What follows belongs to an exercise in optimizing a design on an open flow for small area, a short achievable clock period and few clock cycles; a production flow would make more cautious choices. RTL that was checked went through simulation tests only; none was proved equivalent to the original. No activity file was given, so power comes from the tool's default toggle rates.

==> flow/design.v (excerpt) <==
module rle (
	clk,
	nreset,
	start,
	message_addr,
	message_size,
	rle_addr,
	rle_size,
	done,
	port_A_data_in,
	port_A_data_out,
	port_A_addr,
	port_A_we
	);
input	clk;
input	nreset;
input	start;
input 	[31:0] message_addr;
input	[31:0] message_size;
input	[31:0] rle_addr;
input   [31:0] port_A_data_out;
output  [31:0] port_A_data_in;
output  [15:0] port_A_addr;
output  port_A_we;
output	[31:0] rle_size;
output	done;
reg        busy, done_r;
reg        we_r;          
reg        wd;            
reg        fin, fin2;     
reg [13:0] R;             
reg [13:0] Wp;            
reg        rdv;           
reg        allin;         
reg        rlast;         
reg [5:0]  wleft;         
reg [31:0] W;
reg [3:1]  rb;            
reg [2:0]  qe;            
reg [1:0]  pos;           
reg [2:0]  sl;            
reg [2:0]  q;             
reg        cons;          
reg        eb;            
reg        sv;            
reg [7:0]  sb;            
reg [2:0]  ssl;           
reg        Wv, last, first, half;
reg [7:0]  val, cnt, runs;
reg [15:0] lo;
wire [1:0] vb = message_size[1:0];      
wire go_start = start & ~busy;
assign port_A_we      = we_r & busy;
assign port_A_addr    = {(we_r ? Wp : R), 2'b00};
assign port_A_data_in = {val, cnt, lo};
assign rle_size       = {23'b0, runs, 1'b0};
assign done           = done_r;
function [2:0] seg;
	input [2:0] n;
	input [2:0] p;
	begin
  ...
Size: roughly 650 cells after synthesis, ~150 flip-flops, ~0.0076 mm^2 of cells after synthesis.
export LEC_CHECK = 0
export CAP_MARGIN = 20
export CORE_MARGIN = 2
export CORE_UTILIZATION = 40
export PLACE_DENSITY = 0.6
export SETUP_SLACK_MARGIN = 1.8
export SLEW_MARGIN = 20
export TNS_END_PERCENT = 5
create_clock -name core_clock -period 4.0 [get_ports {clk}]
standard.sh (not shown) runs the stock make flow with config.mk's settings and CLKGATE_MAP_FILE= SYNTH_SCRIPT=/design/flow/synth_recipe.tcl, a recipe that flattens the netlist after the stock synthesis.
==> flow/flow/run.sh <==
#!/bin/bash
set -euo pipefail
bash standard.sh "BUFFER_PORTS_ARGS=-buffer_cell sky130_fd_sc_hd__buf_1" finish > standard_flow.log 2>&1
The baseline finished clean.
Testbench counts at the start, summed over its fixed seeds: cycles 16,803.
Then changed:
- SETUP_SLACK_MARGIN: 1.8 -> 2.0
Clock skew came out higher by 3.6 ps. Wire length increases by 5.8%. Global-route usage climbs by 0.54 points. Cell count goes up by 1.8%. Total power increases by 4.5%. Synthesized area stays the same. Die area is unchanged.

rle again, from the RTL that the note above started with.
export LEC_CHECK = 0
export CAP_MARGIN = 20
export CORE_MARGIN = 2
export CORE_UTILIZATION = 40
export CTS_BUF_LIST = sky130_fd_sc_hd__clkbuf_8
export PLACE_DENSITY = 0.6
export SETUP_SLACK_MARGIN = 1.6
export SLEW_MARGIN = 20
create_clock -name core_clock -period 4.0 [get_ports {clk}]
Scripts as last shown in full above: flow/flow/run.sh
The starting point produced a clean layout.
Testbench counts at the start, summed over its fixed seeds: cycles 16,803.
Change:
--- a/flow/config.mk
+++ b/flow/config.mk
@@ -12,3 +12,3 @@
 export PLACE_DENSITY = 0.6
-export SETUP_SLACK_MARGIN = 1.6
+export SETUP_SLACK_MARGIN = 1.7
 export SLEW_MARGIN = 20
The changed run finished with timing, DRC and antenna clean; first-iteration DRC count is lower by a quarter to a third; total power is higher slightly; setup slack is better by 10 ps; clock power is lower by a few percent; synthesized area does not change; final area barely changes; utilization is higher by 0.13 points; global-route usage is higher by 0.31 points.
Change:
==> flow/config.mk (replaced) <==
export PLATFORM = sky130hd
export DESIGN_NAME = rle
export DESIGN_NICKNAME = rle
export VERILOG_FILES = /design/flow/design.v
export SDC_FILE = /design/flow/constraint.sdc
export NUM_CORES = 4
export LEC_CHECK = 0
export CAP_MARGIN = 0
export CORE_MARGIN = 2
export CORE_UTILIZATION = 40
export PLACE_DENSITY = 0.6
export SETUP_SLACK_MARGIN = 1.8
export SLEW_MARGIN = 0
Outcome: The new run produced a clean layout. Critical path depth rises by 1. Cell count rises slightly. Sequential power hardly moves. Power rises by a few percent. Synthesized area stays the same. Worst setup slack improved by 57 ps. Die area is unchanged. Hold slack improved by 54 ps. Wire length rises slightly. Register-to-register slack improved by 80 ps.
Change:
--- a/flow/config.mk
+++ b/flow/config.mk
@@ -7,7 +7,8 @@
 export LEC_CHECK = 0
-export CAP_MARGIN = 0
+export CAP_MARGIN = 20
 export CORE_MARGIN = 2
-export CORE_UTILIZATION = 40
-export PLACE_DENSITY = 0.6
+export CORE_UTILIZATION = 50
+export CTS_BUF_LIST = sky130_fd_sc_hd__clkbuf_8
+export PLACE_DENSITY = 0.7
 export SETUP_SLACK_MARGIN = 1.8
-export SLEW_MARGIN = 0
+export SLEW_MARGIN = 20
Outcome: The changed run completed without violations. Setup slack degrades by 17 ps. Die area is lower by about a fifth. Clock skew stays flat. Fmax is lower slightly. Critical path depth stays the same. Power is lower slightly. Core utilization is higher by 11 points. Cell count is lower by a few percent. Clock power is lower by about a fifth.

rle, a different RTL version from the one above (not shown whole).
Size in the first run: roughly 620 cells after synthesis, ~130 flip-flops, ~210 I/O pins, roughly 7100 sq um of cells after synthesis.
// rle
module rle (
	clk,
	nreset,
	start,
	message_addr,
	message_size,
	rle_addr,
	rle_size,
	done,
	port_A_data_in,
	port_A_data_out,
	port_A_addr,
	port_A_we
	);
input	clk;
input	nreset;
input	start;
input 	[31:0] message_addr;
input	[31:0] message_size;
input	[31:0] rle_addr;
input   [31:0] port_A_data_out;
output  [31:0] port_A_data_in;
output  [15:0] port_A_addr;
output  port_A_we;
output	[31:0] rle_size;
output	done;
reg        busy, done_r, we_r;
reg        wd;            
reg        fin, fin2;     
reg [13:0] R;             
reg [13:0] Wp;            
reg        rdv;           
reg        allin;         
reg        rlast;         
reg [5:0]  wleft;         
reg [31:0] W;
reg [3:1]  rb;            
reg [2:0]  qe;            
reg [1:0]  pos;           
reg [2:0]  sl;            
reg [2:0]  q;             
reg        cons;          
reg        eb;            
reg        Wv, last, first, half;
reg [7:0]  val, cnt, runs;
reg [15:0] lo;
wire [1:0] vb = message_size[1:0];      
wire go_start = start & ~busy;
assign port_A_we      = we_r;
assign port_A_addr    = {(we_r ? Wp : R), 2'b00};
assign port_A_data_in = {val, cnt, lo};
assign rle_size       = {23'b0, runs, 1'b0};
assign done           = done_r;
wire       run  = busy & ~fin & ~fin2;
wire       go   = run & Wv;
wire       nr   = eb | first;
wire       emit = eb & ~first;
wire [7:0] byt  = W[{pos, 3'b000} +: 8];
wire [2:0] nq   = rb[1] ? 3'd1 : rb[2] ? 3'd2 : rb[3] ? 3'd3 : qe;
wire [3:1] rbn  = rb[1] ? {rb[3:2], 1'b0} : rb[2] ? {rb[3], 2'b00} : 3'b000;
wire       consn = ~|rb;
wire [3:0] clo  = {1'b0, cnt[2:0]} + {1'b0, sl};
  ...
Settings: LEC_CHECK=0, CAP_MARGIN=20, CORE_MARGIN=2, CORE_UTILIZATION=40, PLACE_DENSITY=0.6, SETUP_SLACK_MARGIN=1.8, SLEW_MARGIN=20; clock period 4.0 ns.
Scripts as last shown in full above: flow/flow/run.sh
The baseline completed with no timing, DRC or antenna violations.
Rerun with:
CORE_UTILIZATION = 65   (was 40)
PLACE_DENSITY = 0.75   (was 0.6)
After rerunning: Global-route usage goes up by 9.1 points; final cell count drops by 9.0%; utilization rises by 29 points; wire length falls by 3.6%.
Function was not checked in any run of this note: the RTL went through the layout flow alone.

==> static timing again, ports no longer ideal <==
How much do the figures lean on ideal ports? The routed layouts below were timed once more, with nothing changed but the port constraints.
Step 1, drivers: a clkbuf_16 drives clk and a buf_2 each remaining input, both assumed.
Step 2 adds t to the input delays and takes it off the output delays; t is the mean of the earliest and latest rising clock arrival at the registers after step 1. Input paths then give back, and output paths get back, about the clock's delay inside the block.
a / b / c = ideal ports / drivers / drivers and shift; a / b = the first two.
run	shift t [ns]	setup slack, ns	worst setup path after step 2	worst register clock-pin slew, ns	pins driven straight from the clock port
the first run of note 1	0.463	1.787 / 1.749 / 1.396	input to register	0.07 / 0.07	1
the second run of note 1	0.456	1.844 / 1.801 / 1.510	input to register	0.07 / 0.07	1
the first run of note 2	0.499	1.745 / 1.705 / 1.303	input to register	0.10 / 0.10	1
the second run of note 2	0.496	1.755 / 1.714 / 1.366	input to register	0.11 / 0.11	1
the third run of note 2	0.459	1.812 / 1.767 / 1.445	input to register	0.07 / 0.07	1
the fourth run of note 2	0.491	1.795 / 1.758 / 1.343	input to register	0.09 / 0.09	1
the first run of note 3	0.462	1.735 / 1.693 / 1.425	input to register	0.06 / 0.06	1
the second run of note 3	0.553	1.614 / 1.576 / 1.195	input to register	0.06 / 0.06	1
After both steps setup and hold are still met in every run listed. The setup slack of the fourth run of note 2, which loses most, moves by -0.037 ns with the drivers and by -0.452 ns with both steps.
